Background: an optimization exercise with open tools, aiming at small area. Do not read the settings as production practice. Only simulation tests tie the RTL to the original design; equivalence was not proved.

## flow/flow/run.sh

```bash
#!/bin/bash
# Own flow: the standard layout (standard.sh) with two changes:
#  - synthesis reads a copy of ORFS's scripts in which abc_area.script is
#    replaced by flow/abc_area.script (a stronger ABC area script); the
#    flip-flops are mapped before ABC runs, so the registers, their names and
#    cell types are those of the standard synthesis;
#  - clock tree synthesis builds its tree from clkbuf_8 cells and
#    clusters the sinks under clkbuf_4 cells;
#  - the port buffers that global placement inserts on every input and output
#    are sky130_fd_sc_hd__buf_1 cells.
set -euo pipefail
W=$PWD
rm -rf "$W/scripts_mod"
cp -r "$FLOW_HOME/scripts" "$W/scripts_mod"
cp "$W/flow/abc_area.script" "$W/scripts_mod/abc_area.script"
bash standard.sh SCRIPTS_DIR="$W/scripts_mod" synth > "$W/standard_synth.log" 2>&1
bash standard.sh BUFFER_PORTS_ARGS="-buffer_cell sky130_fd_sc_hd__buf_1" CTS_ARGS="-sink_clustering_enable -repair_clock_nets -root_buf sky130_fd_sc_hd__clkbuf_8 -tree_buf sky130_fd_sc_hd__clkbuf_8 -sink_clustering_buffer sky130_fd_sc_hd__clkbuf_4 -buf_list {sky130_fd_sc_hd__clkbuf_4 sky130_fd_sc_hd__clkbuf_8}" finish > "$W/standard_finish.log" 2>&1
```

## flow/flow/abc_area.script

```
strash
&get -n
&deepsyn -T 60
&nf -p -F 8 -A 4 -a -R 1000
&put
topo
dnsize -c
```

## flow/standard.sh

```bash
#!/bin/bash
# synth_recipe.tcl (not shown) runs the flow's synth.tcl, then flattens the netlist and writes it again
# the make line also repeats each setting of config.mk as NAME=value (left out here)
make -C /OpenROAD-flow-scripts/flow DESIGN_CONFIG=/design/flow/config.mk WORK_HOME=/design/flow/orfs CLKGATE_MAP_FILE= SYNTH_SCRIPT=/design/flow/synth_recipe.tcl "${@:-finish}"
```

## flow/config.mk

```make
export PLATFORM = sky130hd
export DESIGN_NAME = I2C_Top
export DESIGN_NICKNAME = I2C_Top
export VERILOG_FILES = /design/flow/design.v
export SDC_FILE = /design/flow/constraint.sdc
export NUM_CORES = 4
export LEC_CHECK = 0
export ABC_AREA = 1
export CAP_MARGIN = 20
export CORE_MARGIN = 2
export CORE_UTILIZATION = 65
export CTS_BUF_LIST = sky130_fd_sc_hd__clkbuf_4 sky130_fd_sc_hd__clkbuf_8
export SLEW_MARGIN = 20
```

## flow/constraint.sdc

```tcl
create_clock -name core_clock -period 15.0 [get_ports {clk}]
set_input_delay 3.0000 -clock core_clock [delete_from_list [all_inputs] [get_ports {clk}]]
set_output_delay 3.0000 -clock core_clock [all_outputs]
set_load 0.01 [all_outputs]
```

## flow/design.v

```verilog
module i2c_master  
    (input clk,
    input rst,
    output Sda_Out,
    input Sda_In,
    input Processor_Ready,
    input [6:0] Peripheral_Address,
    input [7:0] Command_Data_Frames,
    input Scl_Out,
    input i2c_writes,  
    input [3:0] SHT_Reads,
    input CRC_Error_Out,
    input [2:0] Scl_State_Out,
    output [3:0] Bytes_Received,
    output [7:0] Data_Received,
    output [3:0] Output_Received_Counter,
    output [2:0] Master_State_Out,
    input Scl_Flag_Out,
    output Bit_Strobe,      
    output Byte_Done        
    );
    localparam [6:0] Address_Bits = 7'b1000100;  
    localparam [7:0] Command_Bits = 8'b11100000;  
    parameter Master_Processor = 3'b000;
    parameter Master_Start = 3'b001;
    parameter Master_Transmit_Address = 3'b010;
    parameter Master_Receive = 3'b011;
    parameter Master_Write = 3'b100; 
    parameter Master_Ack = 3'b101;
    parameter Master_End = 3'b110;
    parameter Scl_Start = 3'b000;
    parameter Scl_Transmit = 3'b001;
    parameter Scl_Ack = 3'b010;
    parameter Scl_Stop = 3'b011;
    reg [8:0] Counter;
    reg [9:0] Proc_High;
    reg [3:0] Bit_Counter;
    reg [2:0] Master_State;
    reg Master_Data;
    reg [7:0] Received_Data;
    reg Scl_Edge_Checker;
    reg [2:0] Total_Receive_Counter;
    reg Write_Flag;
    reg Ack_Pass;
    reg r_or_w;  
    reg Write_State_Flag;
    wire [8:0] Sda_Counter = Counter;
    wire [3:0] Transmit_Counter = Bit_Counter;
    wire [3:0] Receive_Counter = Bit_Counter;
    wire Sda_Counter_Ready = &Sda_Counter[8:5];       
    wire Sda_Inc_Ok = !Sda_Counter_Ready;             
    wire K_Lt8 = !Bit_Counter[3];                     
    wire K_Eq8 = Bit_Counter[3] && !Bit_Counter[0];   
    wire K_Eq9 = Bit_Counter[3] && Bit_Counter[0];    
    wire Sda_Half = (Sda_Counter > 240);
    wire [8:0] Sda_Inc = Counter + 9'd1;
    wire Proc_Done = Processor_Ready && (Proc_High != 10'd0 || Counter > 480);
    always @(posedge clk) begin
        if (rst)
            Proc_High <= 10'd0;
        else if (Master_State == Master_Processor && !Proc_Done) begin
            if (Counter == 9'd511)
                Proc_High <= {Proc_High[8:0], Proc_High[9] ^ Proc_High[6] ^ (Proc_High[8:0] == 9'd0)};
        end
        else
            Proc_High <= 10'd0;
    end
    wire Last_Read = Total_Receive_Counter[2] && Total_Receive_Counter[0];  
    assign Sda_Out = Master_Data;
    assign Bytes_Received = 4'd0;
    assign Data_Received = Received_Data;
    assign Output_Received_Counter = {1'b0, Total_Receive_Counter};
    assign Master_State_Out = Master_State;
    wire Scl_Falling_Edge = (Scl_Edge_Checker && !Scl_Out);
    wire Scl_Rising_Edge = (!Scl_Edge_Checker && Scl_Out);
    wire In_Receive = (Master_State == Master_Receive);
    assign Bit_Strobe = In_Receive && K_Lt8 && Scl_Rising_Edge;
    assign Byte_Done = In_Receive && K_Eq9 && !Scl_Out && Sda_Half;
    always @(posedge clk)
        if (Bit_Strobe) Received_Data <= {Received_Data[6:0], Sda_In};
    always @(posedge clk) begin
        if (rst) begin
            Master_State <= Master_Processor;
            Counter <= 9'd0;
            Bit_Counter <= 4'd0;
            Total_Receive_Counter <= 3'd0;
            Write_Flag <= 1'b0;
            Master_Data <= 1'b1;
            Ack_Pass <= 1'b0;
            r_or_w <= 1'b0;
            Write_State_Flag <= 1'b0;
            Scl_Edge_Checker <= 1'b0;
        end
        else begin
        case(Master_State)
            Master_Processor: begin
                Counter <= Sda_Inc;
                if (Proc_Done) begin
                    Counter <= 0;
                    Master_State <= Master_Start;
                end
            end
            Master_Start: begin
                if (Sda_Inc_Ok) Counter <= Sda_Inc;
                Write_State_Flag <= 0;
                if ((Sda_In || Sda_Counter_Ready) && Scl_State_Out == Scl_Start) begin 
                    if (Scl_Out && Sda_Counter_Ready) Master_Data <= 0; 
                    if (Sda_Counter_Ready && Scl_Flag_Out) begin
                        Counter <= 0;
                        Master_State <= Master_Transmit_Address; 
                    end
                end
                if (Scl_State_Out != Scl_Start && Sda_Counter_Ready) Counter <= 0;
            end
            Master_Transmit_Address: begin
                if (!Scl_Out && K_Lt8 && Scl_State_Out == Scl_Transmit) begin
                    if (Sda_Inc_Ok) begin
                        Counter <= Sda_Inc;
                        if (Sda_Half) begin
                            Bit_Counter <= Transmit_Counter + 1; 
                            Counter <= 0;
                            if (Transmit_Counter[2:0] != 3'd7)
                                Master_Data <= Address_Bits[3'd6 - Transmit_Counter[2:0]];
                        end
                    end        
                end
                if (Scl_Out && K_Lt8) Counter <= 0;
                if (K_Eq8) begin
                    if (Sda_Inc_Ok) Counter <= Sda_Inc;
                    Master_Data <= r_or_w;
                    if (Sda_Counter_Ready && !Scl_Out) begin
                        Bit_Counter <= 0; 
                        Counter <= 0;
                        Master_State <= Master_Ack; 
                    end 	
                end
            end
            Master_Ack: begin
                if (!Scl_Out && !Write_Flag) begin 
                    if (Sda_Inc_Ok) Counter <= Sda_Inc;
                    if (Sda_Half) begin
                        Master_Data <= 1;
                        Write_Flag <= 1;
                        Counter <= 0;
                    end
                end
                if (Write_Flag) begin 
                    if (Scl_Out && !Sda_In) Ack_Pass <= 1;
                    if (Scl_Out && Sda_In) begin
                        Write_Flag <= 0; 
                        Master_State <= Master_End;
                    end
                    if (Ack_Pass && Scl_State_Out == Scl_Ack) begin
                        if (r_or_w) begin
                            if (Sda_Inc_Ok) Counter <= Sda_Inc;
                            if (!Write_State_Flag) begin
                                Counter <= 0;
                                Write_Flag <= 0; 
                                Ack_Pass <= 0;
                                Master_State <= Master_Receive; 
                            end
                            if (Write_State_Flag && Sda_Half) begin
                                Counter <= 0;
                                Write_Flag <= 0; 
                                Ack_Pass <= 0;
                                Master_Data <= 0;
                                Master_State <= Master_End;
                            end
                        end
                        else begin
                            Write_Flag <= 0; 
                            Ack_Pass <= 0;
                            Master_State <= Master_Write; 
                        end
                    end
                end
            end
            Master_Write: begin
                if (!Scl_Out && K_Lt8 && Scl_State_Out == Scl_Transmit) begin
                    if (Sda_Inc_Ok) Counter <= Sda_Inc;
                    if (Sda_Half) begin
                        Bit_Counter <= Transmit_Counter + 1; 
                        Counter <= 0;
                        Master_Data <= Command_Bits[3'd7 - Transmit_Counter[2:0]];
                    end
                end
                if (Scl_Out && K_Lt8) Counter <= 0;
                if (K_Eq8) begin
                    if (Sda_Inc_Ok) Counter <= Sda_Inc;
                    if (!r_or_w) begin
                        r_or_w <= 1;
                        Write_State_Flag <= 1;
                    end
                    if (Sda_Counter_Ready && !Scl_Out) begin
                        Bit_Counter <= 0;
                        Master_State <= Master_Ack;
                    end
                end
            end
            Master_Receive: begin                                 
                if (Scl_Out) Counter <= 0;
                Scl_Edge_Checker <= Scl_Out;
                if (K_Lt8 && Scl_Rising_Edge) begin
		            Bit_Counter <= Receive_Counter + 1;
	            end
                if (K_Eq8 && !Scl_Out && !Scl_Falling_Edge) begin 
                    if (Sda_Inc_Ok) Counter <= Sda_Inc;
                    if (Sda_Half) begin
                        if (!Last_Read) Master_Data <= 0; 
                        Bit_Counter <= Receive_Counter + 1; 
                        Counter <= 0;
                    end
                end
                if (K_Eq9 && !Scl_Out) begin
                    if (Sda_Inc_Ok) Counter <= Sda_Inc;
                    if (Sda_Half) begin
                        Master_Data <= 1;    
                        Bit_Counter <= 0; 
                        Total_Receive_Counter <= Total_Receive_Counter + 1;
                        Counter <= 0;
                        if (Last_Read) begin
                            Total_Receive_Counter <= 0;
                            Master_Data <= 0; 
                            r_or_w <= 0;
                            Master_State <= Master_End;                         
                        end
                    end                    
                end
                if (CRC_Error_Out) begin
                    Bit_Counter <= 0;
                    Scl_Edge_Checker <= 0;
                    Total_Receive_Counter <= 0;
                    Master_State <= Master_End;
                end
            end
            Master_End: begin
                if (Sda_Inc_Ok) Counter <= Sda_Inc;
                if (Scl_State_Out == Scl_Stop) begin
                    if (Scl_Out && Sda_Counter_Ready) begin
                        Counter <= 0;
                        Master_Data <= 1; 
                    end
                end
                if (Scl_State_Out == Scl_Start && Sda_Counter_Ready) begin
                    Counter <= 0;
                    Master_State <= Master_Processor; 
                end
                if (Scl_State_Out == Scl_Transmit) Counter <= 0;
            end
            default: ;
        endcase
        end
    end
endmodule
module i2c_scl 
    (input clk,
    input rst,
    output Scl_Out,
    input Sda_In,
    input [3:0] SHT_Reads,
    input [3:0] Output_Received_Counter,
    input [2:0] Master_State_Out,
    output [2:0] Scl_State_Out,
    output Scl_Flag_Out
    );
    parameter Scl_Start = 3'b000;
    parameter Scl_Transmit = 3'b001;
    parameter Scl_Ack = 3'b010;
    parameter Scl_Stop = 3'b011;
    parameter Master_Processor = 3'b000;
    parameter Master_Start = 3'b001;
    parameter Master_Transmit_Address = 3'b010;
    parameter Master_Receive = 3'b011;
    parameter Master_Write = 3'b100; 
    parameter Master_Ack = 3'b101;
    parameter Master_End = 3'b110;
    reg [2:0] Scl_State;
    reg [8:0] Scl_Counter;
    reg Scl_Out_Local;
    reg [4:0] Scl_Transmit_Counter;
    reg Scl_Flag; 
    wire Scl_Counter_Ready;
    assign Scl_Out = Scl_Out_Local;
    assign Scl_State_Out = Scl_State;
    assign Scl_Counter_Ready = &Scl_Counter[8:5];  
    assign Scl_Flag_Out = Scl_Flag;
    always @(posedge clk) begin
        if (rst) begin
            Scl_Counter <= 5'd0;
            Scl_Transmit_Counter <= 5'd0;
            Scl_State <= Scl_Start;
            Scl_Out_Local <= 1;
            Scl_Flag <= 0;
        end
        else begin
        case (Scl_State)
            Scl_Start: begin  
                if (Master_State_Out == Master_Start) begin  
                    if (!Sda_In && !Scl_Flag) begin
                        Scl_Counter <= Scl_Counter + 1;
                        if (Scl_Counter_Ready) begin
                            Scl_Out_Local <= 0;
                            Scl_Counter <= 0;
                            Scl_Flag <= 1;
                        end
                    end
                end
                if (Scl_Flag == 1) begin
                    Scl_Counter <= Scl_Counter + 1;
                    if (Scl_Counter_Ready) begin
                        Scl_Counter <= 0;
                        Scl_Flag <= 0;
                        Scl_State <= Scl_Transmit;
                    end
                end                
            end
            Scl_Transmit: begin  
                if (!(Scl_Transmit_Counter[4] && Scl_Transmit_Counter[1])) begin  
                    if (Scl_Counter_Ready) begin
                        if (Scl_Out) begin
                            Scl_Out_Local <= 0;
                            Scl_Counter <= 0;
                            Scl_Transmit_Counter <= Scl_Transmit_Counter + 1;
                        end
                        else begin
                            Scl_Out_Local <= 1;
                            Scl_Counter <= 0;
                            Scl_Transmit_Counter <= Scl_Transmit_Counter + 1;
                        end
                    end
                    else begin
                        Scl_Counter <= Scl_Counter + 1;
                    end
                end
                else begin
                    Scl_Counter <= 0;
                    Scl_Transmit_Counter <= 0; 
                    Scl_State <= Scl_Ack;
                end
            end
            Scl_Ack: begin  
                if (Master_State_Out == Master_End) begin 
                    Scl_State <= Scl_Stop;
                end
                if (Master_State_Out == Master_Start) begin
                    Scl_Counter <= Scl_Counter + 1;
                    if (Scl_Counter_Ready) begin
                        Scl_Out_Local <= 1;
                        Scl_Counter <= 0;
                        Scl_State <= Scl_Start;
                    end
                end
                else if ((Master_State_Out == Master_Receive && !(Output_Received_Counter[2] && Output_Received_Counter[0])  ) || Master_State_Out == Master_Transmit_Address || Master_State_Out == Master_Write) begin  
                    Scl_State <= Scl_Transmit;
                end
            end
            Scl_Stop: begin  
                if (Master_State_Out == Master_End) begin
                    Scl_Counter <= Scl_Counter + 1;
                    if (Scl_Counter > 240) begin
                        Scl_Counter <= 0;
                        Scl_Out_Local <= 1;
                    end
                end
                if (Sda_In && Scl_Out_Local) begin
                    Scl_State <= Scl_Start;
                end
            end
        endcase
        end
    end
endmodule
module i2c_sht40
    (
        input clk,
        input rst,
        input [3:0] Output_Received_Counter,
        input [7:0] Data_Received, 
        input Bit_Strobe,
        input Bit_In,
        input Byte_Done,
        output [3:0] SHT_Reads,
        output [15:0] Temperature_Output,
        output [15:0] Humidity_Output,
        output Temp_Ready_Out, RH_Ready_Out,
        output CRC_Error_Out
    );
    reg Done1, Done2;
    reg [7:0] CRC;
    reg CRC_Error;
    reg Temp_Ready, RH_Ready;
    reg [15:0] Temperature, Humidity;
    wire [2:0] ORC = Output_Received_Counter[2:0];
    assign SHT_Reads = 4'd5;
    assign Temperature_Output = Temperature;
    assign Humidity_Output = Humidity;
    assign Temp_Ready_Out = Temp_Ready;
    assign RH_Ready_Out = RH_Ready;
    assign CRC_Error_Out = CRC_Error;
    wire O0 = !ORC[2] && !ORC[1] && !ORC[0];
    wire O1 = !ORC[2] && !ORC[1] && ORC[0];
    wire O2 = ORC[1] && !ORC[0];
    wire O3 = ORC[1] && ORC[0];
    wire O4 = ORC[2] && !ORC[0];
    wire O5 = ORC[2] && ORC[0];
    wire Check = Done2 && (O3 || O0);
    wire CRC_Ok = (CRC == 8'd0);
    always @(posedge clk) begin
        if (rst) begin
            Done1 <= 1'b0;
            Done2 <= 1'b0;
            CRC <= 8'hFF;
            CRC_Error <= 1'b0;
            RH_Ready <= 0;
            Temp_Ready <= 0;
            Temperature <= 16'd0;
            Humidity <= 16'd0;
        end
        else begin
            Done1 <= Byte_Done;
            Done2 <= Done1;
            CRC_Error <= Check && !CRC_Ok;
            if (Done1 && O1) RH_Ready <= 0;
            if (Done1 && O4) Temp_Ready <= 0;
            if (Done2 && O1) Temperature[15:8] <= Data_Received;
            if (Done2 && O2) Temperature[7:0] <= Data_Received;
            if (Done2 && O4) Humidity[15:8] <= Data_Received;
            if (Done2 && O5) Humidity[7:0] <= Data_Received;
            if (Check && CRC_Ok && O3) Temp_Ready <= 1;
            if (Check && CRC_Ok && O0) RH_Ready <= 1;
            if (Bit_Strobe)
                CRC <= {CRC[6:0], 1'b0} ^ ((CRC[7] ^ Bit_In) ? 8'h31 : 8'h00);
            if (Check)
                CRC <= 8'hFF;
        end
    end
endmodule
module seg_rca #(parameter W = 8)
    (input [W-1:0] a, input [W-1:0] b, input ci, output [W-1:0] s);
    wire [W:0] c;
    assign c[0] = ci;
    genvar i;
    generate for (i = 0; i < W; i = i + 1) begin : bit_
        assign s[i] = a[i] ^ b[i] ^ c[i];
        assign c[i+1] = (a[i] & b[i]) | (c[i] & (a[i] ^ b[i]));
    end endgenerate
endmodule
module segdisplay 
    (
        input clk,
        input rst,
        input [15:0] i_temp, i_rh,
        input i_r_temp, i_r_rh,
        output an7, an6, an5, an4, an3, an2, an1, an0,  
        output ca, cb, cc, cd, ce, cf, cg, dp  
    );
    reg [10:0] cnt;
    reg [2:0] sd;
    reg [3:0] code;
    wire blank = (cnt == 11'd2047);
    wire next_digit = &cnt[10:6] && cnt[4] && cnt[0];  
    reg [6:0] ut, uh;
    wire load_ok = !(&cnt[10:6] && (cnt[5] || cnt[4] || (cnt[3] && |cnt[2:0])));  
    wire [2:0] nd = sd + 1;
    wire sel_h = load_ok ? i_r_rh : nd[2];
    wire [15:0] x = sel_h ? i_rh : i_temp;
    wire [18:0] xm;
    seg_rca #(19) a_xm (.a({3'b0, x}), .b(sel_h ? {2'b0, x, 1'b0} : {1'b0, x, 2'b0}), .ci(1'b0), .s(xm));
    wire [22:0] p;
    seg_rca #(23) a_p (.a(sel_h ? {x, 7'b0} : {xm[16:0], 6'b0}), .b(~{4'b0, xm}), .ci(1'b1), .s(p));
    wire [18:0] d;
    seg_rca #(19) a_d (.a({3'b0, p[15:0]}), .b({1'b0, p[15:0], 2'b0}), .ci(1'b0), .s(d));
    wire [3:0] deci = d[18:15];
    always @(posedge clk) begin
        if (rst) begin
            ut <= 7'd49;
            uh <= 7'd6;
        end else begin
            if (i_r_temp && load_ok) ut <= p[22:16];
            if (i_r_rh && load_ok) uh <= p[22:16];
        end
    end
    wire [6:0] v = nd[2] ? (uh - 7'd6) : (ut - 7'd49);
    wire [3:0] tens = (v >= 100) ? 4'd15 : v / 10;
    wire [3:0] ones = v % 10;
    wire [3:0] ncode = (nd[1:0] == 2'd0) ? tens :
                       (nd[1:0] == 2'd1) ? ones :
                       (nd[1:0] == 2'd2) ? deci :
                       (nd[2] ? 4'd11 : 4'd10);
    always @(posedge clk) begin
        if (rst) begin
            cnt <= 11'd2047;
            sd <= 3'd7;
            code <= 4'd15;
        end else begin
            if (next_digit) begin
                cnt <= 0;
                sd <= nd;
                code <= ncode;
            end else
                cnt <= cnt + 1;
        end
    end
    assign an7 = blank | (sd != 3'd0);
    assign an6 = blank | (sd != 3'd1);
    assign an5 = blank | (sd != 3'd2);
    assign an4 = blank | (sd != 3'd3);
    assign an3 = blank | (sd != 3'd4);
    assign an2 = blank | (sd != 3'd5);
    assign an1 = blank | (sd != 3'd6);
    assign an0 = blank | (sd != 3'd7);
    assign dp = an6 & an2;
    wire [6:0] seg =
        (code == 4'd0) ? 7'b0000001 :
        (code == 4'd1) ? 7'b1001111 :
        (code == 4'd2) ? 7'b0010010 :
        (code == 4'd3) ? 7'b0000110 :
        (code == 4'd4) ? 7'b1001100 :
        (code == 4'd5) ? 7'b0100100 :
        (code == 4'd6) ? 7'b0100000 :
        (code == 4'd7) ? 7'b0001111 :
        (code == 4'd8) ? 7'b0000000 :
        (code == 4'd9) ? 7'b0000100 :
        (code == 4'd10) ? 7'b0111000 :
        (code == 4'd11) ? 7'b1001000 : 7'b1111111;
    assign {ca, cb, cc, cd, ce, cf, cg} = seg;
endmodule
module I2C_Top
    (
        input clk,
        input rst,  
        input processor,
        input Sda_In,  
        output Sda_Out,  
        output Scl_Out,  
        output an7, an6, an5, an4, an3, an2, an1, an0, ca, cb, cc, cd, ce, cf, cg, dp
    );
    wire [6:0] Address;
    wire [7:0] Data_Frames;
    wire writes;
    wire [3:0] shtreads, bytesreceived, outputreceivedcounter;
    wire [2:0] masterstateout;
    wire [7:0] datareceived;
    wire [15:0] tempoutput, rhoutput;
    wire tempreadyout, rhreadyout;
    wire [2:0] sclstateout;
    wire CRC_Error_Out;
    wire Scl_Flag_Out;
    wire bitstrobe, bytedone;
    i2c_master master1 (
        .clk (clk),
        .rst (rst),
        .Sda_Out(Sda_Out),
        .Sda_In(Sda_In),
        .Processor_Ready(processor),
        .Command_Data_Frames(Data_Frames),
        .Peripheral_Address(Address),
        .Scl_Out(Scl_Out),
        .i2c_writes(writes),
        .SHT_Reads(shtreads),
        .Bytes_Received(bytesreceived),
        .Data_Received(datareceived),
        .Output_Received_Counter(outputreceivedcounter),
        .Master_State_Out(masterstateout),
        .Scl_State_Out(sclstateout),
        .CRC_Error_Out(CRC_Error_Out),
        .Scl_Flag_Out(Scl_Flag_Out),
        .Bit_Strobe(bitstrobe),
        .Byte_Done(bytedone)
        );
    i2c_sht40 peripheral1 (
        .clk (clk),
        .rst (rst),
        .Output_Received_Counter(outputreceivedcounter),
        .Data_Received(datareceived),
        .Bit_Strobe(bitstrobe),
        .Bit_In(Sda_In),
        .Byte_Done(bytedone),
        .SHT_Reads(shtreads),
        .Temperature_Output(tempoutput),
        .Humidity_Output(rhoutput),
        .Temp_Ready_Out(tempreadyout),
        .RH_Ready_Out(rhreadyout),
        .CRC_Error_Out(CRC_Error_Out)
        );
    i2c_scl scl1 (
        .clk(clk),
        .rst (rst),
        .Scl_Out(Scl_Out),
        .Sda_In(Sda_In),
        .SHT_Reads(shtreads),
        .Output_Received_Counter(outputreceivedcounter),
        .Master_State_Out(masterstateout),
        .Scl_State_Out(sclstateout),
        .Scl_Flag_Out(Scl_Flag_Out)
    );
    segdisplay segdisplay1 (
        .clk(clk),
        .rst (rst),
        .i_temp(tempoutput),
        .i_rh(rhoutput),
        .i_r_temp(tempreadyout),
        .i_r_rh(rhreadyout),
        .an7(an7),
        .an6(an6),
        .an5(an5),
        .an4(an4),
        .an3(an3),
        .an2(an2),
        .an1(an1),
        .an0(an0),
        .ca(ca),
        .cb(cb),
        .cc(cc),
        .cd(cd),
        .ce(ce),
        .cf(cf),
        .cg(cg),
        .dp(dp)
    );
    assign Address = 7'b1000100;  
    assign Data_Frames = 8'b11100000;  
    assign writes = 1'b1;
endmodule
```

==> results of run 1 <==
## flip-flops by register name, summed over array words and instances (netlist names), 5 cells and up
register / count
peripheral1.Humidity: 16
peripheral1.Temperature: 16
segdisplay1.cnt: 11
master1.Proc_High: 10
master1.Counter: 9
scl1.Scl_Counter: 9
master1.Received_Data: 8
peripheral1.CRC: 8
segdisplay1.uh: 7
segdisplay1.ut: 7
scl1.Scl_Transmit_Counter: 5
## cell type report
class,count,share of cell area (%)
Sequential cell,139,33.1
Clock inverter,12,2.26
Multi-Input combinational cell,710,55.8
Clock buffer,20,3.04
Tap cell,147,2.13
Timing Repair Buffer,24,1.19
Inverter,58,2.52
## metrics by stage
stage / cell area (µm²) / hold slack [ps]
2_1_floorplan: 7890 / 419
3_3_place_gp: 8180 / 434
3_5_place_dp: 8180 / 443
4_1_cts: 8640 / 461
5_1_grt: 8650 / 480
6_report: 8650 / 460
## cell usage after synthesis (4+ instances only)
master	count	area [µm²]
dfxtp_1	131	2620
nand2_1	120	450
nor2_1	86	323
a21oi_1	67	335
clkinv_1	58	218
a22o_1	51	447
ha_1	49	613
o21ai_0	36	180
fa_1	28	561
nor3_1	28	140
nor2b_1	25	156
nand3_1	23	115
nand2b_1	20	125
a31oi_1	11	68.8
and2_0	11	68.8
and3_1	11	68.8
a21boi_0	9	67.6
a21o_1	8	60.1
a31o_1	8	70.1
edfxtp_1	8	240
nand4_1	8	50.1
o21bai_1	8	60.1
or4_1	8	60.1
xor2_1	7	61.3
a22oi_1	6	45.0
nor3b_1	6	45.0
o31ai_1	6	45.0
o22a_1	5	43.8
xnor2_1	5	43.8
a211o_1	4	35.0
a221oi_1	4	35.0
nand3b_1	4	30.0
o21a_1	4	30.0
o22ai_1	4	25.0
or2_0	4	25.0
## worst max path at each step
stage,from,endpoint,slack [ps],depth (start not counted)
detailed placement,segdisplay1.sd[0]$_SDFFE_PP1P_,segdisplay1.ut[6]$_SDFFE_PP0P_,4700,36
CTS,segdisplay1.sd[0]$_SDFFE_PP1P_,segdisplay1.ut[6]$_SDFFE_PP0P_,4690,36
finish,segdisplay1.sd[0]$_SDFFE_PP1P_,segdisplay1.ut[6]$_SDFFE_PP0P_,4610,36
global route,segdisplay1.sd[0]$_SDFFE_PP1P_,segdisplay1.uh[6]$_SDFFE_PP0P_,4120,36
floorplan,segdisplay1.sd[0]$_SDFFE_PP1P_,segdisplay1.uh[6]$_SDFFE_PP0P_,4330,35
global placement,segdisplay1.sd[0]$_SDFFE_PP1P_,segdisplay1.uh[6]$_SDFFE_PP0P_,5060,36
## cell families (layout without fill, tap and decap cells)
group	Yosys count	after routing	share of synthesized area (%)
DFF	139	139	36.3
adders and majority gates	77	77	14.9
buffers and inverters	58	114	2.76
AOI/OAI and AO/OA	253	253	22.1
xor gates and xnor gates	12	12	1.33
and+or+nand+nor	363	363	21.9
muxes	5	5	0.682
## per-layer routing
layer,wire length (µm),GRT usage (%),vias to the layer above
met1,7730,35.2,3222
met2,8540,47.3,176
met3,732,5.19,39
li1,-,-,3374
met4,410,10.3,0
met5,0,0,-
==> metrics.cfg, run 1 <==
[final_layout]
final_util_pct=72.6
register_area_mm2=0.00286
fillers=926
drive_gt1_share_pct=4.05
final_common_cell=dfxtp_1
num_antenna_cells=0
multiInputGateArea_mm2=0.00482
fin_nets=1031
area_delta_synth_final_pct=9.59
stdcell_count=1110
layout_common_cells=dfxtp_1, nand2_1, nor2_1

[worst_hold_path]
hold_depth=1
worst_hold_path_type=reg2reg
hold_end=scl1.Scl_Counter[7]$_SDFFE_PP0P_
hold_start=scl1.Scl_Counter[7]$_SDFFE_PP0P_

[timing]
clock_skew_ps=10.4
worst_slack_ps=4610
drv_slew=0
worstMarginPinSlew_ps=1050
period_share_pct=69.2
hold_violations=0
relSlewSlack_pct=29.6
fmax_ghz=0.0963
fin_crit_ps=10390
fin_tns_setup_ps=0
final-setup-viol-count=0
rsz0062_at_grt=false

[critical_path]
endpoint_kind=flop
critPathBufInv=6
crit_path_frequent_cell=fa_1
crit_fanout=38
ff2ff_setup_slack_ps=4610
r2r_end=segdisplay1.ut[6]$_SDFFE_PP0P_
rr_startpoint=segdisplay1.sd[0]$_SDFFE_PP1P_
cp-start-kind=flop
r2r_cells=36
crit_slowest_cell=ha_1
critPathArrivalTime_ps=10710
worstPathRequired_ps=15330
path_class=reg2reg
slowest_delay_ps=600
path_delay_family=adder cells

[yosys]
async_flop_share_pct=0
synth.cell_area_mm2=0.00789
synth_edf_count=8
syn_avg_cell_area_um2=8.70
postSynthCellCount=907
ys_seq_area_share_pct=36.3
syn_nets=988
synth-seq-cells=139
synthFlopType=dfxtp_1
yosysWarnings=4
synth.distinct_cells=56

[flow_run]
maxCapViolations=0

[clocking]
insertion_delay_ps=440
cts.sinks=139
cts-root-buf=clkbuf_8
tritoncts=built
cts-htree-levels=4
cts_made_buffers=17
cts_hold_buf=0
post_cts_resize_count=0
cts_buffer_depth=2
clk_pin_slew_ps=70
postCtsSetupBuffers=0

[status]
status=complete, no violations

[floorplanning]
die_w_um=114
core_area_mm2=0.0119
fp-row-count=40
start_util_pct=66.2
die_area_mm2=0.0130
num_io_pins=22
die_h_um=114

[routing]
vias_per_cell=6.14
drt_iter0_markers=442
routedWlPerCell_um=15.7
drt_pre_antenna_iters=8
via_count=6811
wirelength_um=17400
drc_errors=0
detail-route-antenna-nets=0

[global_routing]
grt_pass1_wl_um=29500
track_usage_pct=27.7
grt_overflow=0
antenna_found_initial=0
grt_pass1_vias=6540
grt_start_max_net_pins=61

[place]
portBuffers=21
place_inst=1078
hpwl_um=12800
routabilityCongestion=0.901
dp_slack_ps=4700

==> run 2, diff against run 1 <==
==> flow/flow/run.sh (replaced) <==
#!/bin/bash
# Own flow: the standard layout (standard.sh) with these changes:
#  - synthesis reads a copy of ORFS's scripts in which abc_area.script is
#    replaced by flow/abc_area.script (a stronger ABC area script); the
#    flip-flops are mapped before ABC runs, so the registers, their names and
#    cell types are those of the standard synthesis;
#  - clock tree synthesis adds no dummy load cells (-dont_use_dummy_load);
#  - the port buffers that global placement inserts on every input and output
#    are sky130_fd_sc_hd__buf_1 cells.
set -euo pipefail
W=$PWD
rm -rf "$W/scripts_mod"
cp -r "$FLOW_HOME/scripts" "$W/scripts_mod"
cp "$W/flow/abc_area.script" "$W/scripts_mod/abc_area.script"
bash standard.sh SCRIPTS_DIR="$W/scripts_mod" synth > "$W/standard_synth.log" 2>&1
bash standard.sh BUFFER_PORTS_ARGS="-buffer_cell sky130_fd_sc_hd__buf_1" CTS_ARGS="-repair_clock_nets -dont_use_dummy_load -buf_list {sky130_fd_sc_hd__clkbuf_4 sky130_fd_sc_hd__clkbuf_8}" finish > "$W/standard_finish.log" 2>&1
--- a/flow/config.mk
+++ b/flow/config.mk
@@ -9,5 +9,5 @@
 export CAP_MARGIN = 20
 export CORE_MARGIN = 2
-export CORE_UTILIZATION = 65
+export CORE_UTILIZATION = 75
 export CTS_BUF_LIST = sky130_fd_sc_hd__clkbuf_4 sky130_fd_sc_hd__clkbuf_8
 export SLEW_MARGIN = 20
==> metrics.cfg, run 2 <==
[status]
status=complete, no violations

[yosys]
yosysWarnings=4
synth.distinct_cells=56
synth_commonest_cells=dfxtp_1, nand2_1, nor2_1
yosysTopAreaCell=dfxtp_1
yosysMostFrequentCell=dfxtp_1
synth.cell_area_mm2=0.00789
synth_area_leaders=dfxtp_1, ha_1, fa_1
ys_seq_area_share_pct=36.3
syn_avg_cell_area_um2=8.70
async_flop_share_pct=0
synth_top_area_share_pct=33.2
synth_edf_count=8
synth-seq-cells=139
synthFlopType=dfxtp_1
postSynthCellCount=907
syn_nets=988

[worst_hold_path]
hold_depth=1
hold_end=scl1.Scl_Counter[7]$_SDFFE_PP0P_
worst_hold_path_type=reg2reg
hold_start=scl1.Scl_Counter[7]$_SDFFE_PP0P_

[global_routing]
antenna_found_initial=0
grt_pass1_wl_um=29500
grt_pass1_vias=6518
track_usage_pct=31.8
grt_overflow=0
grt_start_max_net_pins=61

[floorplanning]
fp-row-count=37
die_h_um=107
num_io_pins=22
die_w_um=107
start_util_pct=76.8
die_area_mm2=0.0114
core_area_mm2=0.0103

[routing]
wirelength_um=17500
via_count=6873
drc_errors=0
routedWlPerCell_um=16.2
drt_iter0_markers=585
drt_pre_antenna_iters=5
vias_per_cell=6.34
detail-route-antenna-nets=0

[critical_path]
rr_startpoint=segdisplay1.sd[0]$_SDFFE_PP1P_
slowest_delay_ps=590
endpoint_kind=flop
crit_path_frequent_cell=fa_1
path_class=reg2reg
crit_fanout=38
critPathArrivalTime_ps=10590
cp-start-kind=flop
crit_slowest_cell=ha_1
r2r_end=segdisplay1.ut[6]$_SDFFE_PP0P_
ff2ff_setup_slack_ps=4730
worstPathRequired_ps=15320
r2r_cells=36

[clocking]
cts_buffer_depth=2
postCtsSetupBuffers=0
cts-htree-levels=4
clk_pin_slew_ps=80
tritoncts=built
insertion_delay_ps=430
cts_hold_buf=0
cts_made_buffers=17
post_cts_resize_count=0
cts-root-buf=clkbuf_8
cts.sinks=139

[timing]
period_share_pct=68.5
hold_violations=0
clock_skew_ps=30.8
fin_crit_ps=10270
fmax_ghz=0.0974
fin_tns_setup_ps=0
rsz0062_at_grt=false
drv_slew=0
relSlewSlack_pct=48.6
final-setup-viol-count=0
worstMarginPinSlew_ps=763
worst_slack_ps=4730

[final_layout]
final_common_cell=dfxtp_1
num_antenna_cells=0
drive_gt1_share_pct=2.64
largestRegisters=peripheral1.Humidity (16), peripheral1.Temperature (16), segdisplay1.cnt (11)
fin_nets=1031
layout_common_cells=dfxtp_1, nand2_1, nor2_1
stdcell_count=1084
area_delta_synth_final_pct=6.64

[flow_run]
maxCapViolations=0

[place]
hpwl_um=13000
portBuffers=21
routabilityCongestion=0.920
place_inst=1067
dp_slack_ps=4810

## run 2: cell counts after synthesis
Identical to the previous run, type by type.
## run 2: cell type report
class / count / area, µm²
clock buffer: 17 / 234
fill: 713 / 1860
inverter: 58 / 218
multi-input combinational: 710 / 4830
sequential: 139 / 2860
tap: 136 / 170
timing repair buffer: 24 / 103
## run 2: routing by layer
metal | routed length, µm | vias up | global-route usage, %
li1 | - | 3350 | -
met1 | 7570 | 3245 | 40.1
met2 | 8740 | 251 | 54.8
met3 | 948 | 27 | 6.13
met4 | 281 | 0 | 10.7
met5 | 0 | - | 0
## run 2: worst max path at each step
stage	start	slack (ps)	to
2_1_floorplan	segdisplay1.sd[0]$_SDFFE_PP1P_	4330	segdisplay1.uh[6]$_SDFFE_PP0P_
3_3_place_gp	segdisplay1.sd[0]$_SDFFE_PP1P_	5090	segdisplay1.uh[6]$_SDFFE_PP0P_
3_5_place_dp	segdisplay1.sd[0]$_SDFFE_PP1P_	4810	segdisplay1.uh[6]$_SDFFE_PP0P_
4_1_cts	segdisplay1.sd[0]$_SDFFE_PP1P_	4810	segdisplay1.ut[6]$_SDFFE_PP0P_
5_1_grt	segdisplay1.sd[0]$_SDFFE_PP1P_	4170	segdisplay1.uh[6]$_SDFFE_PP0P_
6_report	segdisplay1.sd[0]$_SDFFE_PP1P_	4730	segdisplay1.ut[6]$_SDFFE_PP0P_
## run 2: cell families after synthesis
logic type | Yosys count | synth area share (%)
flops | 139 | 36.3
mux | 5 | 0.682
fa+ha+maj | 77 | 14.9
simple gates | 363 | 21.9
xor+xnor | 12 | 1.33
buf+inv | 58 | 2.76
compound gates | 253 | 22.1
## run 2: critical path, delay by kind of cell (launching register included)
family | cells | cell delay (ps)
fa+ha+maj | 24 | 7960
buf+inv | 6 | 1030
simple gates | 4 | 540
flops | 1 | 350
compound gates | 1 | 190
xor+xnor | 1 | 90
## run 2: metrics by stage
step	hold slack, ps	utilization, %	area, µm²
final	455	81.9	8410
after global routing	480	81.9	8410
after CTS	452	81.7	8400
after detailed placement	440	79.4	8170
after global placement	432	79.4	8170
after floorplan	419	-	7890
==> run 3, diff against run 2 <==
--- a/flow/flow/run.sh
+++ b/flow/flow/run.sh
@@ -14,3 +14,3 @@
 cp "$W/flow/abc_area.script" "$W/scripts_mod/abc_area.script"
 bash standard.sh SCRIPTS_DIR="$W/scripts_mod" synth > "$W/standard_synth.log" 2>&1
-bash standard.sh BUFFER_PORTS_ARGS="-buffer_cell sky130_fd_sc_hd__buf_1" CTS_ARGS="-repair_clock_nets -dont_use_dummy_load -buf_list {sky130_fd_sc_hd__clkbuf_4 sky130_fd_sc_hd__clkbuf_8}" finish > "$W/standard_finish.log" 2>&1
+bash standard.sh BUFFER_PORTS_ARGS="-buffer_cell sky130_fd_sc_hd__buf_1" CTS_ARGS="-sink_clustering_enable -repair_clock_nets -dont_use_dummy_load -buf_list {sky130_fd_sc_hd__clkbuf_4 sky130_fd_sc_hd__clkbuf_8}" finish > "$W/standard_finish.log" 2>&1
==> metrics.cfg, run 3 <==
[critical_path]
critPathBufInv=6
path_delay_family=adder cells
path_class=reg2reg
rr_startpoint=segdisplay1.sd[0]$_SDFFE_PP1P_
startpoint=segdisplay1.sd[0]$_SDFFE_PP1P_
crit_fanout=38
endpoint_kind=flop
crit_path_frequent_cell=fa_1
slowest_delay_ps=590
crit_slowest_cell=ha_1
worstPathRequired_ps=15320
cp-start-kind=flop
critPathArrivalTime_ps=10590

[routing]
routedWlPerCell_um=16.2
detail-route-antenna-nets=0
drt_iter0_markers=585
drc_errors=0
wirelength_um=17500
drt_pre_antenna_iters=5
via_count=6873
vias_per_cell=6.34

[timing]
clock_skew_ps=30.8
worst_slack_ps=4730
final-setup-viol-count=0
rsz0062_at_grt=false
fmax_ghz=0.0974
fin_crit_ps=10270
relSlewSlack_pct=48.6
fin_tns_setup_ps=0
hold_violations=0
period_share_pct=68.5
whs_ps=455
worstMarginPinSlew_ps=763
drv_slew=0

[yosys]
syn_avg_cell_area_um2=8.70
yosysMostFrequentCell=dfxtp_1
synth_top_area_share_pct=33.2
synth-seq-cells=139
synth_area_leaders=dfxtp_1, ha_1, fa_1
async_flop_share_pct=0
synth.distinct_cells=56
syn_nets=988
synth_edf_count=8
synth_commonest_cells=dfxtp_1, nand2_1, nor2_1
synthFlopType=dfxtp_1
synth.cell_area_mm2=0.00789
ys_seq_area_share_pct=36.3
postSynthCellCount=907
yosysTopAreaCell=dfxtp_1
yosysWarnings=4

[worst_hold_path]
worst_hold_path_type=reg2reg
hold_start=scl1.Scl_Counter[7]$_SDFFE_PP0P_

[clocking]
cts.sinks=139
clk_pin_slew_ps=80
postCtsSetupBuffers=0
cts-root-buf=clkbuf_8
insertion_delay_ps=430
cts-htree-levels=4
cts_made_buffers=17
cts_buffer_depth=2
cts_hold_buf=0
tritoncts=built
post_cts_resize_count=0

[floorplanning]
num_io_pins=22
core_area_mm2=0.0103
die_w_um=107
start_util_pct=76.8
fp-row-count=37
die_area_mm2=0.0114
die_h_um=107

[place]
portBuffers=21
placed_area_mm2=0.00817
hpwl_um=13000
place_inst=1067
dp_slack_ps=4810
routabilityCongestion=0.920

[global_routing]
track_usage_pct=31.8
antenna_found_initial=0
grt_pass1_vias=6518
grt_overflow=0
grt_pass1_wl_um=29500
grt_start_max_net_pins=61

[final_layout]
layout_common_cells=dfxtp_1, nand2_1, nor2_1
final_util_pct=81.9
fin_nets=1031
final_common_cell=dfxtp_1
num_antenna_cells=0
register_area_mm2=0.00286
area_delta_synth_final_pct=6.64
fillers=713
postLayoutCellArea_mm2=0.00841
multiInputGateArea_mm2=0.00483
largestRegisters=peripheral1.Humidity (16), peripheral1.Temperature (16), segdisplay1.cnt (11)
stdcell_count=1084
drive_gt1_share_pct=2.64

[flow_run]
maxCapViolations=0

[status]
status=complete, no violations

## run 3: cell counts in the layout (fill, tap and decap cells not counted)
Identical to the previous run, type by type.
## run 3: layout make-up
type,count,share of cell area (%)
sequential,139,34.0
timing repair buffer,24,1.22
tap,136,2.02
clock buffer,17,2.78
multi-input combinational,710,57.4
inverter,58,2.59
## run 3: cell families (layout without fill, tap and decap cells)
kind of cell / count (synthesis) / in the layout / share of synthesized area (%)
XOR/XNOR: 12 / 12 / 1.33
AO/OA/AOI/OAI: 253 / 253 / 22.1
flip-flops: 139 / 139 / 36.3
AND/OR/NAND/NOR: 363 / 363 / 21.9
adder cells (fa/ha/maj): 77 / 77 / 14.9
buffers and inverters: 58 / 99 / 2.76
multiplexers: 5 / 5 / 0.682
## run 3: final timing paths
path | endpoint | slack (ps) | cells after the start
worst max register to register | segdisplay1.ut[6]$_SDFFE_PP0P_ | 4730 | 36
worst max-delay path | segdisplay1.ut[6]$_SDFFE_PP0P_ | 4730 | 36
worst min-delay path | scl1.Scl_Counter[7]$_SDFFE_PP0P_ | 450 | 1
worst min register to register | scl1.Scl_Counter[7]$_SDFFE_PP0P_ | 450 | 1
## run 3: layer usage
metal,part of all wire [%],track usage (%)
met1,43,40.1
met2,50,54.8
met3,5.4,6.13
met4,1.6,10.7
met5,0,0
==> run 4, diff against run 3 <==
--- a/flow/flow/run.sh
+++ b/flow/flow/run.sh
@@ -14,3 +14,3 @@
 cp "$W/flow/abc_area.script" "$W/scripts_mod/abc_area.script"
 bash standard.sh SCRIPTS_DIR="$W/scripts_mod" synth > "$W/standard_synth.log" 2>&1
-bash standard.sh BUFFER_PORTS_ARGS="-buffer_cell sky130_fd_sc_hd__buf_1" CTS_ARGS="-sink_clustering_enable -repair_clock_nets -dont_use_dummy_load -buf_list {sky130_fd_sc_hd__clkbuf_4 sky130_fd_sc_hd__clkbuf_8}" finish > "$W/standard_finish.log" 2>&1
+bash standard.sh BUFFER_PORTS_ARGS="-buffer_cell sky130_fd_sc_hd__buf_1" CTS_ARGS="-sink_clustering_enable -repair_clock_nets -dont_use_dummy_load -root_buf sky130_fd_sc_hd__clkbuf_8 -buf_list {sky130_fd_sc_hd__clkbuf_4}" finish > "$W/standard_finish.log" 2>&1
==> metrics.cfg, run 4 <==
[routing]
routedWlPerCell_um=15.9
vias_per_cell=6.38
detail-route-antenna-nets=0
wirelength_um=17200
drt_iter0_markers=509
via_count=6915
drc_errors=0
drt_pre_antenna_iters=5

[final_layout]
largestRegisters=peripheral1.Humidity (16), peripheral1.Temperature (16), segdisplay1.cnt (11)
fin_nets=1031
layout_common_cells=dfxtp_1, nand2_1, nor2_1
final_common_cell=dfxtp_1
area_delta_synth_final_pct=5.25
postLayoutCellArea_mm2=0.00830
drive_gt1_share_pct=2.43
num_antenna_cells=0

[critical_path]
startpoint=segdisplay1.sd[0]$_SDFFE_PP1P_
path_class=reg2reg
crit_fanout=38
endpoint_kind=flop
r2r_cells=36
rr_startpoint=segdisplay1.sd[0]$_SDFFE_PP1P_
ff2ff_setup_slack_ps=4720
cp-start-kind=flop
r2r_end=segdisplay1.ut[6]$_SDFFE_PP0P_
critPathArrivalTime_ps=10590
crit_slowest_cell=ha_1
crit_path_frequent_cell=fa_1
worstPathRequired_ps=15310
slowest_delay_ps=580

[yosys]
ys_seq_area_share_pct=36.3
synth_area_leaders=dfxtp_1, ha_1, fa_1
syn_avg_cell_area_um2=8.70
async_flop_share_pct=0
yosysMostFrequentCell=dfxtp_1
syn_nets=988
synth_top_area_share_pct=33.2
yosysTopAreaCell=dfxtp_1
synth_commonest_cells=dfxtp_1, nand2_1, nor2_1
synth.cell_area_mm2=0.00789
synth.distinct_cells=56
synthFlopType=dfxtp_1
yosysWarnings=4
postSynthCellCount=907
synth_edf_count=8
synth-seq-cells=139

[timing]
worstMarginPinSlew_ps=1120
final-setup-viol-count=0
clock_skew_ps=45.3
fmax_ghz=0.0973
drv_slew=0
fin_tns_setup_ps=0
hold_violations=0
relSlewSlack_pct=25.3
period_share_pct=68.5
rsz0062_at_grt=false
fin_crit_ps=10280
whs_ps=456
worst_slack_ps=4720

[place]
hpwl_um=13000
placed_area_mm2=0.00817
dp_slack_ps=4810
routabilityCongestion=0.920
portBuffers=21

[floorplanning]
die_h_um=107
fp-row-count=37
die_w_um=107
num_io_pins=22
start_util_pct=76.8
die_area_mm2=0.0114
core_area_mm2=0.0103

[clocking]
tritoncts=built
cts_hold_buf=0
cts_buffer_depth=2
cts-root-buf=clkbuf_8
cts.sinks=139
insertion_delay_ps=420
clk_pin_slew_ps=120
cts-htree-levels=4
post_cts_resize_count=0
cts_made_buffers=17
postCtsSetupBuffers=0

[global_routing]
grt_pass1_wl_um=29100
antenna_found_initial=0
grt_pass1_vias=6487
track_usage_pct=31.4
grt_overflow=0
grt_start_max_net_pins=61

[worst_hold_path]
hold_start=scl1.Scl_Counter[7]$_SDFFE_PP0P_
hold_depth=1
hold_end=scl1.Scl_Counter[7]$_SDFFE_PP0P_
worst_hold_path_type=reg2reg

[flow_run]
maxCapViolations=0

[status]
status=complete, no violations

[run 4: cell counts after synthesis]
No cell type changed its count.
[run 4: cells by family (layout without fill, tap and decap cells)]
logic type | Yosys count | after routing | share of synthesized area, %
AO/OA/AOI/OAI | 253 | 253 | 22.1
adder cells (fa/ha/maj) | 77 | 77 | 14.9
multiplexers | 5 | 5 | 0.682
buffers and inverters | 58 | 99 | 2.76
flip-flops | 139 | 139 | 36.3
XOR/XNOR | 12 | 12 | 1.33
AND/OR/NAND/NOR | 363 | 363 | 21.9
[run 4: stage by stage]
step	cells	util (%)
4_1_cts	1084	80.8
2_1_floorplan	907	-
6_report	1084	80.8
5_1_grt	1084	80.8
3_5_place_dp	1067	79.4
3_3_place_gp	1067	79.4
[run 4: worst max-delay path by stage]
stage	slack [ps]	depth (start not counted)	endpoint
2_1_floorplan	4330	35	segdisplay1.uh[6]$_SDFFE_PP0P_
3_3_place_gp	5090	36	segdisplay1.uh[6]$_SDFFE_PP0P_
3_5_place_dp	4810	36	segdisplay1.uh[6]$_SDFFE_PP0P_
4_1_cts	4810	36	segdisplay1.ut[6]$_SDFFE_PP0P_
5_1_grt	4180	36	segdisplay1.uh[6]$_SDFFE_PP0P_
6_report	4720	36	segdisplay1.ut[6]$_SDFFE_PP0P_
[run 4: final cells by class]
type / instances / area (µm²)
multi-input combinational: 710 / 4820
sequential: 139 / 2860
fill: 733 / 1970
inverter: 58 / 218
tap: 136 / 170
clock buffer: 17 / 134
timing repair buffer: 24 / 103
[run 4: routing by layer]
metal | track usage (%) | vias up | part of all wire (%)
li1 | - | 3356 | -
met1 | 39.3 | 3269 | 43
met2 | 54.0 | 249 | 50
met3 | 5.95 | 41 | 5.2
met4 | 12.0 | 0 | 2.1
met5 | 0 | - | 0
[run 4: critical path, delay by kind of cell, from the launching register on]
kind | cells | cell delay (ps)
xor+xnor | 1 | 90
simple gates | 4 | 540
fa+ha+maj | 24 | 7980
flops | 1 | 360
compound gates | 1 | 190
buf+inv | 6 | 1030
==> run 5, diff against run 4 <==
--- a/flow/flow/run.sh
+++ b/flow/flow/run.sh
@@ -5,5 +5,6 @@
 #    flip-flops are mapped before ABC runs, so the registers, their names and
 #    cell types are those of the standard synthesis;
-#  - clock tree synthesis adds no dummy load cells (-dont_use_dummy_load);
+#  - clock tree synthesis adds no dummy load cells (-dont_use_dummy_load)
+#    and builds the tree from a clkbuf_8 root and clkbuf_4 buffers;
 #  - the port buffers that global placement inserts on every input and output
 #    are sky130_fd_sc_hd__buf_1 cells.
==> flow/flow/abc_area.script (replaced) <==
strash
&get -n
&deepsyn -T 120
&nf -p -F 8 -A 4 -a -R 1000
&put
topo
dnsize -c
==> metrics.cfg, run 5 <==
[status]
status=complete, no violations

[critical_path]
ff2ff_setup_slack_ps=4620
slowest_delay_ps=610
crit_slowest_cell=ha_1
path_class=reg2reg
worstPathRequired_ps=15300
critPathArrivalTime_ps=10680
crit_fanout=38
endpoint_kind=flop
crit_path_frequent_cell=fa_1
cp-start-kind=flop

[yosys]
syn_avg_cell_area_um2=8.79
synth.cell_area_mm2=0.00785
postSynthCellCount=893
synth.distinct_cells=58
yosysWarnings=4
syn_nets=974
synth_area_leaders=dfxtp_1, ha_1, fa_1
synth-seq-cells=139
synthFlopType=dfxtp_1
ys_seq_area_share_pct=36.5
synth_top_area_share_pct=33.4
synth_edf_count=8
yosysMostFrequentCell=dfxtp_1
synth_commonest_cells=dfxtp_1, nand2_1, nor2_1
async_flop_share_pct=0
yosysTopAreaCell=dfxtp_1

[clocking]
post_cts_resize_count=0
cts_made_buffers=17
cts-root-buf=clkbuf_8
cts-htree-levels=4
cts_hold_buf=0
clk_pin_slew_ps=80
cts_buffer_depth=2
cts.sinks=139
tritoncts=built
insertion_delay_ps=420
postCtsSetupBuffers=0

[final_layout]
fillers=699
num_antenna_cells=0
area_delta_synth_final_pct=5.31
stdcell_count=1071
fin_nets=1018
drive_gt1_share_pct=2.46
largestRegisters=peripheral1.Humidity (16), peripheral1.Temperature (16), segdisplay1.cnt (11)
layout_common_cells=dfxtp_1, nand2_1, nor2_1
final_common_cell=dfxtp_1

[floorplanning]
die_w_um=106
fp-row-count=37
num_io_pins=22
die_h_um=106
die_area_mm2=0.0113
start_util_pct=76.7
core_area_mm2=0.0102

[routing]
drt_iter0_markers=550
via_count=6773
drc_errors=0
wl_met2_um=8590
wl_met3_um=837
dr.max_layer_used=met4
wirelength_um=17300
routedWlPerCell_um=16.2
met1_length_um=7520
detail-route-antenna-nets=0
vias_per_cell=6.32
drt_pre_antenna_iters=19

[place]
portBuffers=21
hpwl_um=13000
place_inst=1054
routabilityCongestion=0.960

[global_routing]
track_usage_pct=31.9
grt_pass1_vias=6455
grt_start_max_net_pins=56
grt_pass1_wl_um=29100
grt_overflow=0
antenna_found_initial=0

[timing]
whs_ps=469
period_share_pct=69.2
relSlewSlack_pct=27.4
final-setup-viol-count=0
rsz0062_at_grt=false
fin_crit_ps=10380
hold_violations=0
drv_slew=0
fin_tns_setup_ps=0
worstMarginPinSlew_ps=1090
clock_skew_ps=39.6
fmax_ghz=0.0963

[worst_hold_path]
worst_hold_path_type=reg2reg

[flow_run]
maxCapViolations=0

-- run 5: per-stage QoR --
stage	utilization, %	cell area [µm²]	setup slack (ps)
2_1_floorplan	-	7850	4300
6_report	80.8	8270	4620
4_1_cts	80.8	8270	4690
3_3_place_gp	79.5	8130	5060
3_5_place_dp	79.5	8130	4730
5_1_grt	80.8	8270	3980
-- run 5: cell families after synthesis --
logic type,Yosys count,share of synthesized area (%)
buf+inv,54,2.58
xor+xnor,11,1.23
simple gates,352,21.4
flops,139,36.5
fa+ha+maj,77,15.0
mux,9,1.21
compound gates,251,22.2
-- run 5: worst max-delay path: cells and delay by family, from the launching register on --
kind	cells	cell delay [ps]
simple gates	6	660
compound gates	3	540
buf+inv	4	880
fa+ha+maj	21	7820
flops	1	360
-- run 5: worst paths after layout --
check,startpoint,end,cells past startpoint
max reg2reg,segdisplay1.sd[0]$_SDFFE_PP1P_,segdisplay1.code[2]$_SDFFE_PP1P_,34
min reg2reg,peripheral1.Temperature[15]$_SDFFE_PP0P_,peripheral1.Temperature[15]$_SDFFE_PP0P_,1
min,peripheral1.Temperature[15]$_SDFFE_PP0P_,peripheral1.Temperature[15]$_SDFFE_PP0P_,1
max,segdisplay1.sd[0]$_SDFFE_PP1P_,segdisplay1.code[2]$_SDFFE_PP1P_,34
-- run 5: final cells by class --
type                            instances  area, µm²  area share [%]
Clock buffer                           17        134            1.62
Inverter                               54        203            2.45
Multi-Input combinational cell        700       4790            57.9
Sequential cell                       139       2860            34.6
Tap cell                              136        170            2.06
Timing Repair Buffer                   25        110            1.33
-- run 5: metal layers --
metal  global-route usage, %  vias up
li1                        -     3313
met1                    40.0     3210
met2                    54.6      209
met3                    6.50       41
met4                    11.8        0
met5                       0        -
==> run 6, diff against run 5 <==
--- a/flow/design.v
+++ b/flow/design.v
@@ -482,10 +482,10 @@
     end
     wire [6:0] v = nd[2] ? (uh - 7'd6) : (ut - 7'd49);
-    wire [3:0] tens = (v >= 100) ? 4'd15 : v / 10;
+    wire [3:0] tens = v / 10;
     wire [3:0] ones = v % 10;
     wire [3:0] ncode = (nd[1:0] == 2'd0) ? tens :
                        (nd[1:0] == 2'd1) ? ones :
                        (nd[1:0] == 2'd2) ? deci :
-                       (nd[2] ? 4'd11 : 4'd10);
+                       (nd[2] ? 4'd14 : 4'd13);
     always @(posedge clk) begin
         if (rst) begin
@@ -522,6 +522,6 @@
         (code == 4'd8) ? 7'b0000000 :
         (code == 4'd9) ? 7'b0000100 :
-        (code == 4'd10) ? 7'b0111000 :
-        (code == 4'd11) ? 7'b1001000 : 7'b1111111;
+        (code == 4'd13) ? 7'b0111000 :
+        (code == 4'd14) ? 7'b1001000 : 7'b1111111;
     assign {ca, cb, cc, cd, ce, cf, cg} = seg;
 endmodule
--- a/flow/flow/run.sh
+++ b/flow/flow/run.sh
@@ -5,6 +5,5 @@
 #    flip-flops are mapped before ABC runs, so the registers, their names and
 #    cell types are those of the standard synthesis;
-#  - clock tree synthesis adds no dummy load cells (-dont_use_dummy_load)
-#    and builds the tree from a clkbuf_8 root and clkbuf_4 buffers;
+#  - clock tree synthesis adds no dummy load cells (-dont_use_dummy_load);
 #  - the port buffers that global placement inserts on every input and output
 #    are sky130_fd_sc_hd__buf_1 cells.
==> flow/flow/abc_area.script (replaced) <==
strash
&get -n
&deepsyn -T 60
&nf -p -F 8 -A 4 -a -R 1000
&put
topo
dnsize -c
--- a/flow/config.mk
+++ b/flow/config.mk
@@ -9,5 +9,5 @@
 export CAP_MARGIN = 20
 export CORE_MARGIN = 2
-export CORE_UTILIZATION = 75
+export CORE_UTILIZATION = 80
 export CTS_BUF_LIST = sky130_fd_sc_hd__clkbuf_4 sky130_fd_sc_hd__clkbuf_8
 export SLEW_MARGIN = 20
==> metrics.cfg, run 6 <==
[status]
status=complete, no violations

[critical_path]
slowest_delay_ps=610
crit_path_frequent_cell=fa_1
worstPathRequired_ps=15290
rr_startpoint=segdisplay1.sd[0]$_SDFFE_PP1P_
path_delay_family=adder cells
crit_slowest_cell=ha_1
cp-start-kind=flop
crit_fanout=59
endpoint_kind=flop
ff2ff_setup_slack_ps=4920
r2r_end=segdisplay1.ut[6]$_SDFFE_PP0P_
path_class=reg2reg
critPathBufInv=5
critPathArrivalTime_ps=10380
r2r_cells=34

[yosys]
synth_top_area_share_pct=32.8
async_flop_share_pct=0
yosysMostFrequentCell=dfxtp_1
synthFlopType=dfxtp_1
syn_nets=1010
ys_seq_area_share_pct=35.9
synth.distinct_cells=53
synth_area_leaders=dfxtp_1, ha_1, fa_1
yosysWarnings=4
synth-seq-cells=139
synth_commonest_cells=dfxtp_1, a21oi_1, nor2_1
syn_avg_cell_area_um2=8.64
postSynthCellCount=924
synth_edf_count=8
synth.cell_area_mm2=0.00798
yosysTopAreaCell=dfxtp_1

[global_routing]
grt_start_max_net_pins=60
grt_pass1_vias=6996
grt_overflow=0
grt_pass1_wl_um=32100
track_usage_pct=35.9
antenna_found_initial=0

[timing]
worstMarginPinSlew_ps=1100
fin_tns_setup_ps=0
relSlewSlack_pct=26.8
final-setup-viol-count=0
whs_ps=479
hold_violations=0
clock_skew_ps=41.0
period_share_pct=67.2
fmax_ghz=0.0992
drv_slew=0
rsz0062_at_grt=false
worst_slack_ps=4920
fin_crit_ps=10080

[worst_hold_path]
worst_hold_path_type=reg2reg
hold_depth=1
hold_end=segdisplay1.cnt[0]$_SDFF_PP1_
hold_start=segdisplay1.cnt[0]$_SDFF_PP1_

[final_layout]
drive_gt1_share_pct=2.17
area_delta_synth_final_pct=5.12
fillers=558
largestRegisters=peripheral1.Humidity (16), peripheral1.Temperature (16), segdisplay1.cnt (11)
stdcell_count=1099
multiInputGateArea_mm2=0.00482
layout_common_cells=dfxtp_1, a21oi_1, nor2_1
fin_nets=1054
register_area_mm2=0.00286
num_antenna_cells=0
final_common_cell=dfxtp_1

[clocking]
tritoncts=built
post_cts_resize_count=0
cts_hold_buf=0
cts-htree-levels=4
cts_buffer_depth=2
cts-root-buf=clkbuf_8
cts.sinks=139
cts_made_buffers=17
postCtsSetupBuffers=0
insertion_delay_ps=440
clk_pin_slew_ps=100

[routing]
via_count=7241
detail-route-antenna-nets=0
wirelength_um=18800
routedWlPerCell_um=17.1
vias_per_cell=6.59
drc_errors=0
drt_iter0_markers=692
drt_pre_antenna_iters=7

[floorplanning]
fp-row-count=36
die_w_um=104
die_h_um=104
core_area_mm2=0.00973
die_area_mm2=0.0108
start_util_pct=82.1
num_io_pins=22

[flow_run]
maxCapViolations=0

[place]
dp_slack_ps=5040
place_inst=1082
portBuffers=21
hpwl_um=14100
routabilityCongestion=0.919

## run 6: cell count changes after synthesis, moves of 4 or more
cell      before  now
o21ai_0       38   44
a31oi_1       15   19
clkinv_1      54   81
a21oi_1       57   90
nand2_1      119   87
mux2_1         4    0
a22o_1        53   49
a22oi_1        6    2
ha_1          49   54
nand2b_1      24   15
a41oi_1        0    5
a21boi_0       9    5
## run 6: cell families (layout without fill, tap and decap cells)
kind of cell               after synthesis  count (layout)  synth area share, %
xor gates and xnor gates                10              10                 1.10
and+or+nand+nor                        317             317                 19.1
buffers and inverters                   81             123                 3.81
muxes                                    8               8                 1.00
adders and majority gates               82              82                 15.5
AOI/OAI and AO/OA                      287             287                 23.7
DFF                                    139             139                 35.9
## run 6: worst register-to-register path, delay by kind of cell (launching register included)
kind,cells,cell delay [ps]
flip-flops,1,370
XOR/XNOR,1,100
buffers and inverters,5,690
AO/OA/AOI/OAI,2,420
AND/OR/NAND/NOR,2,300
adder cells (fa/ha/maj),24,8090
## run 6: cell type report
cell class | count | area share [%]
clock buffer | 17 | 1.60
multi-input combinational | 704 | 57.4
timing repair buffer | 25 | 1.30
tap | 133 | 1.98
sequential | 139 | 34.1
inverter | 81 | 3.62
## run 6: worst max-delay path by stage
stage,startpoint,endpoint,cells past startpoint
after floorplan,segdisplay1.sd[0]$_SDFFE_PP1P_,segdisplay1.uh[6]$_SDFFE_PP0P_,33
after global placement,segdisplay1.sd[0]$_SDFFE_PP1P_,segdisplay1.uh[6]$_SDFFE_PP0P_,34
after detailed placement,segdisplay1.sd[0]$_SDFFE_PP1P_,segdisplay1.uh[6]$_SDFFE_PP0P_,34
after CTS,segdisplay1.sd[0]$_SDFFE_PP1P_,segdisplay1.ut[6]$_SDFFE_PP0P_,34
after global routing,segdisplay1.sd[0]$_SDFFE_PP1P_,segdisplay1.uh[6]$_SDFFE_PP0P_,34
final,segdisplay1.sd[0]$_SDFFE_PP1P_,segdisplay1.ut[6]$_SDFFE_PP0P_,34
## run 6: through the flow
step / util (%) / area [µm²]
final: 86.3 / 8390
after CTS: 86.3 / 8390
after detailed placement: 84.9 / 8260
after floorplan: - / 7980
after global routing: 86.3 / 8390
after global placement: 84.9 / 8260
## run 6: metal layers
layer  vias up  part of all wire (%)  GRT usage, %
li1       3431                     -             -
met1      3354                    40          43.6
met2       382                    50          62.8
met3        74                   7.0          6.14
met4         0                   3.1          15.7
met5         -                     0             0

-- afterwards: timing with drivers on the ports --
The flow's constraints put no driver on any port. The routed layouts listed below were extracted and timed again, unchanged, in two steps. Step 1: set_driving_cell puts a clkbuf_16 on clk and a buf_2 on each other input, an assumption about the parent block. Step 2 adds t to the input delays and takes it off the output delays; t is the mean of the earliest and latest rising clock arrival at the registers after step 1. Input paths then give back, and output paths get back, about the clock's delay inside the block. a / b / c = ideal ports / drivers / drivers and shift; a / b = the first two.
| run | t, ns | slack for setup (ns) | hold slack, ns | worst setup path after step 2 | clock arrival spread, ns |
|---|---|---|---|---|---|
| run 1 | 0.470 | 4.615 / 4.615 / 4.615 | 0.460 / 0.460 / 0.460 | register to register | 0.011 / 0.010 |
| run 2 | 0.452 | 4.730 / 4.730 / 4.730 | 0.455 / 0.455 / 0.455 | register to register | 0.031 / 0.031 |
| run 3 | 0.452 | 4.730 / 4.730 / 4.730 | 0.455 / 0.455 / 0.455 | register to register | 0.031 / 0.031 |
| run 4 | 0.438 | 4.718 / 4.718 / 4.718 | 0.456 / 0.456 / 0.456 | register to register | 0.045 / 0.046 |
| run 5 | 0.440 | 4.618 / 4.618 / 4.618 | 0.469 / 0.469 / 0.469 | register to register | 0.040 / 0.040 |
| run 6 | 0.454 | 4.917 / 4.917 / 4.917 | 0.479 / 0.479 / 0.479 | register to register | 0.040 / 0.041 |
After both steps setup and hold are still met in every run listed.
